This design comes from an exercise in tuning for small area on the open sky130 flow, not from production work.
In this exercise RTL edits were held to simulation tests only and were not proved equivalent to the original.
No activity file was given, so power comes from the tool's default toggle rates.

==> inputs of fjord <==
==> flow/design.v (excerpt) <==
module sd_controller(
    output cs,
    output mosi,
    input miso,
    output sclk,
    input rd,
    output reg [7:0] dout,
    output reg byte_available,
    input wr,
    input [7:0] din,
    output reg ready_for_next_byte,
    input reset,
    output ready,
    input [31:0] address,
    input clk,
    output [4:0] status,
    output reg [7:0] recv_data
);
export LEC_CHECK = 0
export CAP_MARGIN = 20
export CORE_MARGIN = 2
export CORE_UTILIZATION = 40
export SLEW_MARGIN = 20
create_clock -name core_clock -period 6.0 [get_ports {clk}]
standard.sh (not shown) runs the stock make flow with config.mk's settings and CLKGATE_MAP_FILE= SYNTH_SCRIPT=/design/flow/synth_recipe.tcl, a recipe that flattens the netlist after the stock synthesis.
==> flow/flow/run.sh <==
#!/bin/bash
# Layout flow: the standard synthesis, then an area-oriented re-mapping of the
# combinational logic only (registers and their names untouched, each result
# proven equivalent to the standard netlist), then the standard ORFS layout
# with minimum-size port buffers and no CTS dummy loads.
set -uo pipefail
W=$(pwd)
R=$W/orfs/results/sky130hd/sd_controller/base
LIB=$FLOW_HOME/platforms/sky130hd/lib/sky130_fd_sc_hd__tt_025C_1v80.lib
export BUFFER_PORTS_ARGS="-buffer_cell sky130_fd_sc_hd__buf_1"
export CTS_ARGS="-sink_clustering_enable -repair_clock_nets -dont_use_dummy_load -buf_list sky130_fd_sc_hd__clkbuf_8 -sink_clustering_size 50 -sink_clustering_max_diameter 300"

bash standard.sh synth > synth.log 2>&1 || exit 1

python3 flow/filt_lib.py $LIB flow/keep_cells.txt $W/comb.lib > filt.log 2>&1
cp $R/1_2_yosys.v $W/1_2_yosys.std.v
FFS=$(grep -oE "sky130_fd_sc_hd__(dfxtp|edfxtp|dfrtp|dfstp|sdfxtp|dfxbp|conb)_[0-9]+" $W/1_2_yosys.std.v | sort -u | tr '\n' ' ')

remap() {
  local k=$1
  cat > $W/resynth_$k.ys <<EOY
read_liberty -ignore_miss_func $LIB
read_verilog $W/1_2_yosys.std.v
hierarchy -top $FLOW_TOP
setattr -mod -set keep_hierarchy 1 $FFS
flatten
hierarchy -top $FLOW_TOP
delete $FFS
read_liberty -lib $LIB
hierarchy -top $FLOW_TOP
opt_clean -purge
abc -liberty $W/comb.lib -script $W/flow/$k.abc
opt_clean -purge
hilomap -singleton -hicell sky130_fd_sc_hd__conb_1 HI -locell sky130_fd_sc_hd__conb_1 LO
insbuf -buf sky130_fd_sc_hd__buf_4 A X
splitnets
opt_clean -purge
check -assert
tee -o $W/area_$k.txt stat -liberty $LIB
write_verilog -noattr -noexpr -nohex -nodec $W/1_2_yosys.$k.v
EOY
  # equivalence with the standard netlist, registers cut and paired by name
  cat > $W/equiv_$k.ys <<EOY
read_liberty -ignore_miss_func $LIB
read_verilog $W/1_2_yosys.std.v
rename $FLOW_TOP gold
read_verilog $W/1_2_yosys.$k.v
rename $FLOW_TOP gate
setattr -mod -set keep_hierarchy 1 $FFS
flatten gold gate
blackbox $FFS
rename -hide w:_*
rename -hide w:*.*
opt_clean -purge
equiv_make gold gate equiv
hierarchy -top equiv
equiv_simple
equiv_status -assert
EOY
  if yosys -s $W/resynth_$k.ys > $W/resynth_$k.log 2>&1 && yosys -s $W/equiv_$k.ys > $W/equiv_$k.log 2>&1; then
    awk '/Chip area/{print $NF}' $W/area_$k.txt > $W/ok_$k.txt
  fi
}
for k in s1 s2 s3 s4; do remap $k & done
wait
best=""; bestA=""
for k in s1 s2 s3 s4; do
  [ -s $W/ok_$k.txt ] || continue
  a=$(cat $W/ok_$k.txt)
  if [ -z "$best" ] || awk -v a=$a -v b=$bestA 'BEGIN{exit !(a<b)}'; then best=$k; bestA=$a; fi
done
if [ -n "$best" ]; then
  cp $W/1_2_yosys.$best.v $R/1_2_yosys.v
  rm -f $R/1_synth.odb $R/1_synth.sdc
  echo "using re-mapped netlist $best (area $bestA)" > $W/resynth.status
else
  echo "re-mapping failed; using standard netlist" > $W/resynth.status
fi

bash standard.sh > standard.log 2>&1
==> flow/flow/s1.abc <==
strash
&get -n
&deepsyn -T 20
&put
dch -f
amap
topo
==> flow/flow/s2.abc <==
strash
&get -n
&deepsyn -T 20
&put
dch -f
amap -m
topo
==> flow/flow/s3.abc <==
strash
&get -n
&deepsyn -T 20
&put
dch -f
map -a
topo
==> flow/flow/s4.abc <==
strash
&get -n
&deepsyn -T 20
&put
dch -f
amap
mfs2
strash
dch -f
amap
topo
Other scripts of this flow, unchanged in this note and not shown: flow/flow/filt_lib.py, flow/flow/keep_cells.txt
==> inputs of harbor, as changes to fjord <==
--- a/flow/design.v
+++ b/flow/design.v
@@ -35,29 +35,29 @@
     localparam WRITE_BLOCK_INIT = 5'd15;
     localparam WRITE_BLOCK_DATA = 5'd16;
     localparam WRITE_BLOCK_BYTE = 5'd17;
     localparam WRITE_BLOCK_WAIT = 5'd18;
     reg [4:0] state;
     reg [4:0] return_state;
     reg sclk_sig;
     reg [9:0] byte_counter;
-    reg [6:0] bit_counter;
+    reg [7:0] bit_counter;
     reg [31:0] arg;
     reg [7:0] slow_div;
     assign status = state;
     assign sclk = sclk_sig;
     assign ready = (state == IDLE);
     assign cs = (state == RST) || (state == INIT);
     wire slow_mode = (state == RST) || (state == INIT) || (state == CMD0);
     wire tick_fast = (slow_div[3:0] == 4'd0);
     wire clock_enable = tick_fast && (!slow_mode || slow_div[7:4] == 4'd0);
-    wire [6:0] bit_dec = bit_counter - 7'd1;
+    wire [7:0] bit_dec = bit_counter - 8'd1;
     wire [9:0] byte_dec = byte_counter - 10'd1;
-    wire bit_zero = (bit_counter == 7'd0);
+    wire bit_zero = (bit_counter == 8'd0);
     wire byte_zero = (byte_counter == 10'd0);
     wire cnt_zero = bit_zero && byte_zero;
     always @(posedge clk) begin
         if (reset) slow_div <= 8'd0;
         else slow_div <= slow_div + 8'd1;
     end
     reg cmd_bit;
     always @(*) begin
@@ -92,142 +92,143 @@
     end
     wire first_wr = (byte_counter == 10'd515);
     assign mosi = (state == SEND_CMD) ? cmd_bit :
                   (state == WRITE_BLOCK_BYTE || (state == WRITE_BLOCK_DATA && !first_wr)) ? arg[bit_counter[2:0]] :
                   1'b1;
     always @(posedge clk) begin
         if (reset) begin
             state <= RST;
-            byte_counter <= 10'd7;
-            bit_counter <= 7'd104;
+            byte_counter <= 10'd3;
+            bit_counter <= 8'd232;
             byte_available <= 1'b0;
             ready_for_next_byte <= 1'b0;
             dout <= 8'h00;
             recv_data <= 8'h00;
+            return_state <= RST;
         end else if (clock_enable) begin
             case (state)
                 RST: begin
                     if (cnt_zero) begin
                         sclk_sig <= 1'b0;
-                        bit_counter <= 7'd80;
+                        bit_counter <= 8'd160;
                         state <= INIT;
                     end else begin
                         bit_counter <= bit_dec;
                         if (bit_zero) byte_counter <= byte_dec;
                         sclk_sig <= 1'b1;
                     end
                 end
                 INIT: begin
                     if (bit_zero) begin
                         state <= CMD0;
                     end else begin
-                        if (sclk_sig) bit_counter <= bit_dec;
+                        bit_counter <= bit_dec;
                         sclk_sig <= ~sclk_sig;
                     end
                 end
                 CMD0: begin
-                    bit_counter <= 7'd55;
+                    bit_counter <= 8'd55;
                     return_state <= CMD8;
                     state <= SEND_CMD;
                 end
                 CMD8: begin
-                    bit_counter <= 7'd55;
+                    bit_counter <= 8'd55;
                     return_state <= CMD55;
                     state <= SEND_CMD;
                 end
                 CMD55: begin
-                    bit_counter <= 7'd55;
+                    bit_counter <= 8'd55;
                     return_state <= CMD41;
                     state <= SEND_CMD;
                 end
                 CMD41: begin
-                    bit_counter <= 7'd55;
+                    bit_counter <= 8'd55;
                     return_state <= POLL_CMD;
                     state <= SEND_CMD;
                 end
                 POLL_CMD: begin
                     if (recv_data[0] == 1'b0) state <= IDLE;
                     else state <= CMD55;
                 end
                 IDLE: begin
                     byte_available <= 1'b0;
                     if (rd) state <= READ_BLOCK;
                     else if (wr) state <= WRITE_BLOCK_CMD;
                 end
                 READ_BLOCK: begin
                     arg <= {address[23:0], address[31:24]};
-                    bit_counter <= 7'd55;
+                    bit_counter <= 8'd55;
                     return_state <= READ_BLOCK_WAIT;
                     state <= SEND_CMD;
                 end
                 READ_BLOCK_WAIT: begin
                     if (sclk_sig && !miso) begin
                         byte_counter <= 10'd511;
-                        bit_counter <= 7'd7;
+                        bit_counter <= 8'd7;
                         return_state <= READ_BLOCK_DATA;
                         state <= RECEIVE_BYTE;
                     end else if (cnt_zero) begin
                         state <= IDLE;
                     end else begin
                         bit_counter <= bit_dec;
                         if (bit_zero) byte_counter <= byte_dec;
                     end
                     sclk_sig <= ~sclk_sig;
                 end
                 READ_BLOCK_DATA: begin
                     dout <= recv_data;
                     byte_available <= 1'b1;
                     if (rd) begin
-                        bit_counter <= 7'd7;
+                        bit_counter <= 8'd7;
                         state <= RECEIVE_BYTE;
                         if (byte_zero) return_state <= READ_BLOCK_CRC;
                         else begin
                             byte_counter <= byte_dec;
                             return_state <= READ_BLOCK_DATA;
                         end
                     end
                 end
                 READ_BLOCK_CRC: begin
-                    bit_counter <= 7'd7;
+                    bit_counter <= 8'd7;
                     return_state <= IDLE;
                     state <= RECEIVE_BYTE;
                 end
                 SEND_CMD: begin
                     if (sclk_sig) begin
                         if (bit_zero) state <= RECEIVE_BYTE_WAIT;
                         else bit_counter <= bit_dec;
                     end
                     sclk_sig <= ~sclk_sig;
                 end
                 RECEIVE_BYTE_WAIT: begin
                     if (sclk_sig && !miso) begin
                         recv_data <= 8'h00;
-                        bit_counter <= (return_state == CMD55) ? 7'd38 : 7'd6;
+                        bit_counter <= (return_state == CMD55) ? 8'd38 : 8'd6;
                         state <= RECEIVE_BYTE;
                     end
                     sclk_sig <= ~sclk_sig;
                 end
                 RECEIVE_BYTE: begin
                     byte_available <= 1'b0;
                     if (sclk_sig) begin
                         recv_data <= {recv_data[6:0], miso};
                         if (bit_zero) begin
                             state <= return_state;
                             if (return_state == READ_BLOCK_WAIT) begin
-                                byte_counter <= 10'd507;
-                                bit_counter <= 7'd104;
+                                byte_counter <= 10'd253;
+                                bit_counter <= 8'd232;
                             end
                         end else bit_counter <= bit_dec;
                     end
                     sclk_sig <= ~sclk_sig;
                 end
                 WRITE_BLOCK_CMD: begin
                     arg <= {address[23:0], address[31:24]};
-                    bit_counter <= 7'd55;
+                    bit_counter <= 8'd55;
                     return_state <= WRITE_BLOCK_INIT;
                     state <= SEND_CMD;
                     ready_for_next_byte <= 1'b1;
                 end
                 WRITE_BLOCK_INIT: begin
                     byte_counter <= 10'd515;
                     state <= WRITE_BLOCK_DATA;
                     ready_for_next_byte <= 1'b0;
@@ -240,17 +241,17 @@
                         if (byte_counter == 10'd2 || byte_counter == 10'd1)
                             arg[7:0] <= 8'hFF;
                         else if (first_wr)
                             arg[7:0] <= 8'hFE;
                         else begin
                             arg[7:0] <= din;
                             ready_for_next_byte <= 1'b1;
                         end
-                        bit_counter <= 7'd7;
+                        bit_counter <= 8'd7;
                         state <= WRITE_BLOCK_BYTE;
                         byte_counter <= byte_dec;
                     end
                 end
                 WRITE_BLOCK_BYTE: begin
                     if (sclk_sig) begin
                         if (bit_zero) begin
                             state <= WRITE_BLOCK_DATA;
==> flow/flow/run.sh (replaced) <==
#!/bin/bash
# Layout flow: standard synthesis, then an area-oriented re-mapping of the
# combinational logic only (registers untouched), then the standard ORFS
# layout with minimum-size port buffers and a small clock tree.
set -uo pipefail
W=$(pwd)
R=$W/orfs/results/sky130hd/sd_controller/base
LIB=$FLOW_HOME/platforms/sky130hd/lib/sky130_fd_sc_hd__tt_025C_1v80.lib
export BUFFER_PORTS_ARGS="-buffer_cell sky130_fd_sc_hd__buf_1"
export CTS_ARGS="${CTS_ARGS_OVERRIDE:--sink_clustering_enable -repair_clock_nets -dont_use_dummy_load -buf_list sky130_fd_sc_hd__clkbuf_8 -sink_clustering_size 50 -sink_clustering_max_diameter 300}"

bash standard.sh synth > synth.log 2>&1 || exit 1

python3 flow/filt_lib.py $LIB flow/keep_cells.txt $W/comb.lib > filt.log 2>&1
cp $R/1_2_yosys.v $W/1_2_yosys.std.v
FFS=$(grep -oE "sky130_fd_sc_hd__(dfxtp|edfxtp|dfrtp|dfstp|sdfxtp|dfxbp|conb)_[0-9]+" $W/1_2_yosys.std.v | sort -u | tr '\n' ' ')
cat > $W/resynth.ys <<EOY
read_liberty -ignore_miss_func $LIB
read_verilog $W/1_2_yosys.std.v
hierarchy -top $FLOW_TOP
setattr -mod -set keep_hierarchy 1 $FFS
flatten
blackbox $FFS
hierarchy -top $FLOW_TOP
opt_clean -purge
abc -liberty $W/comb.lib -script $W/flow/deep.abc
opt_clean -purge
hilomap -singleton -hicell sky130_fd_sc_hd__conb_1 HI -locell sky130_fd_sc_hd__conb_1 LO
insbuf -buf sky130_fd_sc_hd__buf_4 A X
splitnets
opt_clean -purge
check -assert
stat -liberty $LIB
write_verilog -noattr -noexpr -nohex -nodec $W/1_2_yosys.resyn.v
EOY
# equivalence of the re-mapped logic with the standard netlist, registers cut
cat > $W/equiv.ys <<EOY
read_liberty -ignore_miss_func $LIB
read_verilog $W/1_2_yosys.std.v
rename $FLOW_TOP gold
read_verilog $W/1_2_yosys.resyn.v
rename $FLOW_TOP gate
setattr -mod -set keep_hierarchy 1 $FFS
flatten gold gate
blackbox $FFS
rename -hide w:_*
rename -hide w:*.*
opt_clean -purge
equiv_make gold gate equiv
hierarchy -top equiv
equiv_simple
equiv_status -assert
EOY
if yosys -s $W/resynth.ys > $W/resynth.log 2>&1 && yosys -s $W/equiv.ys > $W/equiv.log 2>&1; then
  cp $W/1_2_yosys.resyn.v $R/1_2_yosys.v
  rm -f $R/1_synth.odb $R/1_synth.sdc
  echo "using re-mapped netlist" > $W/resynth.status
else
  echo "re-mapping failed; using standard netlist" > $W/resynth.status
fi

bash standard.sh > standard.log 2>&1
==> flow/flow/deep.abc (new file) <==
strash
&get -n
&deepsyn -T 20
&put
dch -f
map -a
topo
removed: flow/flow/s1.abc
removed: flow/flow/s2.abc
removed: flow/flow/s3.abc
removed: flow/flow/s4.abc
==> comparison table <==
quantity                                                                    harbor         fjord
Source-to-sink clock delay at the later pin of the worst-skew pair          380 ps        360 ps
Hold depth                                                                       2             1
Tcrit/Tclk final                                                             67.7%         75.8%
Y dimension of the die                                                 121 microns   106 microns
Area of the mapped netlist                                              5440 sq um    4150 sq um
Min-Delay Endpoint                                                  byte_available   slow_div[0]
NumNets Final                                                                  730           585
Instance area after placement                                           5810 sq um    4450 sq um
Sink count of the clock tree                                                    87            86
Global-route met3 utilization                                                4.48%         4.95%
Setup slack of the most critical reg-to-reg path                           2300 ps       1450 ps
Seq. pwr                                                                    844 uW        753 uW
Gate count after technology mapping                                            631           477
Pwr/cell area                                                          407 nW/um^2   386 nW/um^2
Seq pwr share                                                                34.9%         42.7%
Slew at the pin closest to its max-slew limit                               915 ps        875 ps
Achievable clock frequency                                                 246 MHz       220 MHz
Non-clk invs                                                                    21            58
Outcome                                           no timing/DRC/antenna violations  no timing/DRC/antenna violations
CP Capture Type                                                     primary output          flop
Share of post-route cells with drive strength above 1                        5.20%         2.23%
Core area                                                             13,200 sq um  10,200 sq um
Tmin final                                                                 4060 ps       4550 ps

re-timing with driven ports:
In the flow no input, the clock included, has a driving cell. The finished layouts below were timed again as built, in two steps.
Step 1, drivers: a clkbuf_16 drives clk and a buf_2 each remaining input, both assumed.
Step 2 also shifts input and output timing later by t, the mid clock arrival at the registers, as if the neighbouring blocks saw the same clock.
Slacks: no drivers / after step 1 / after step 2; pairs: no drivers / after step 1.
run | t (ns) | setup WS [ns] | hold slack, ns | worst data-port slew with drivers (ns) | cell pins on the clock port's net
fjord | 0.379 | 1.455 / 1.455 / 1.455 | 0.457 / 0.457 / 0.457 | 0.04 | 1
harbor | 0.403 | 1.937 / 1.900 / 2.301 | 0.468 / 0.468 / 0.468 | 0.03 | 1
After both steps setup and hold are still met in every run listed.
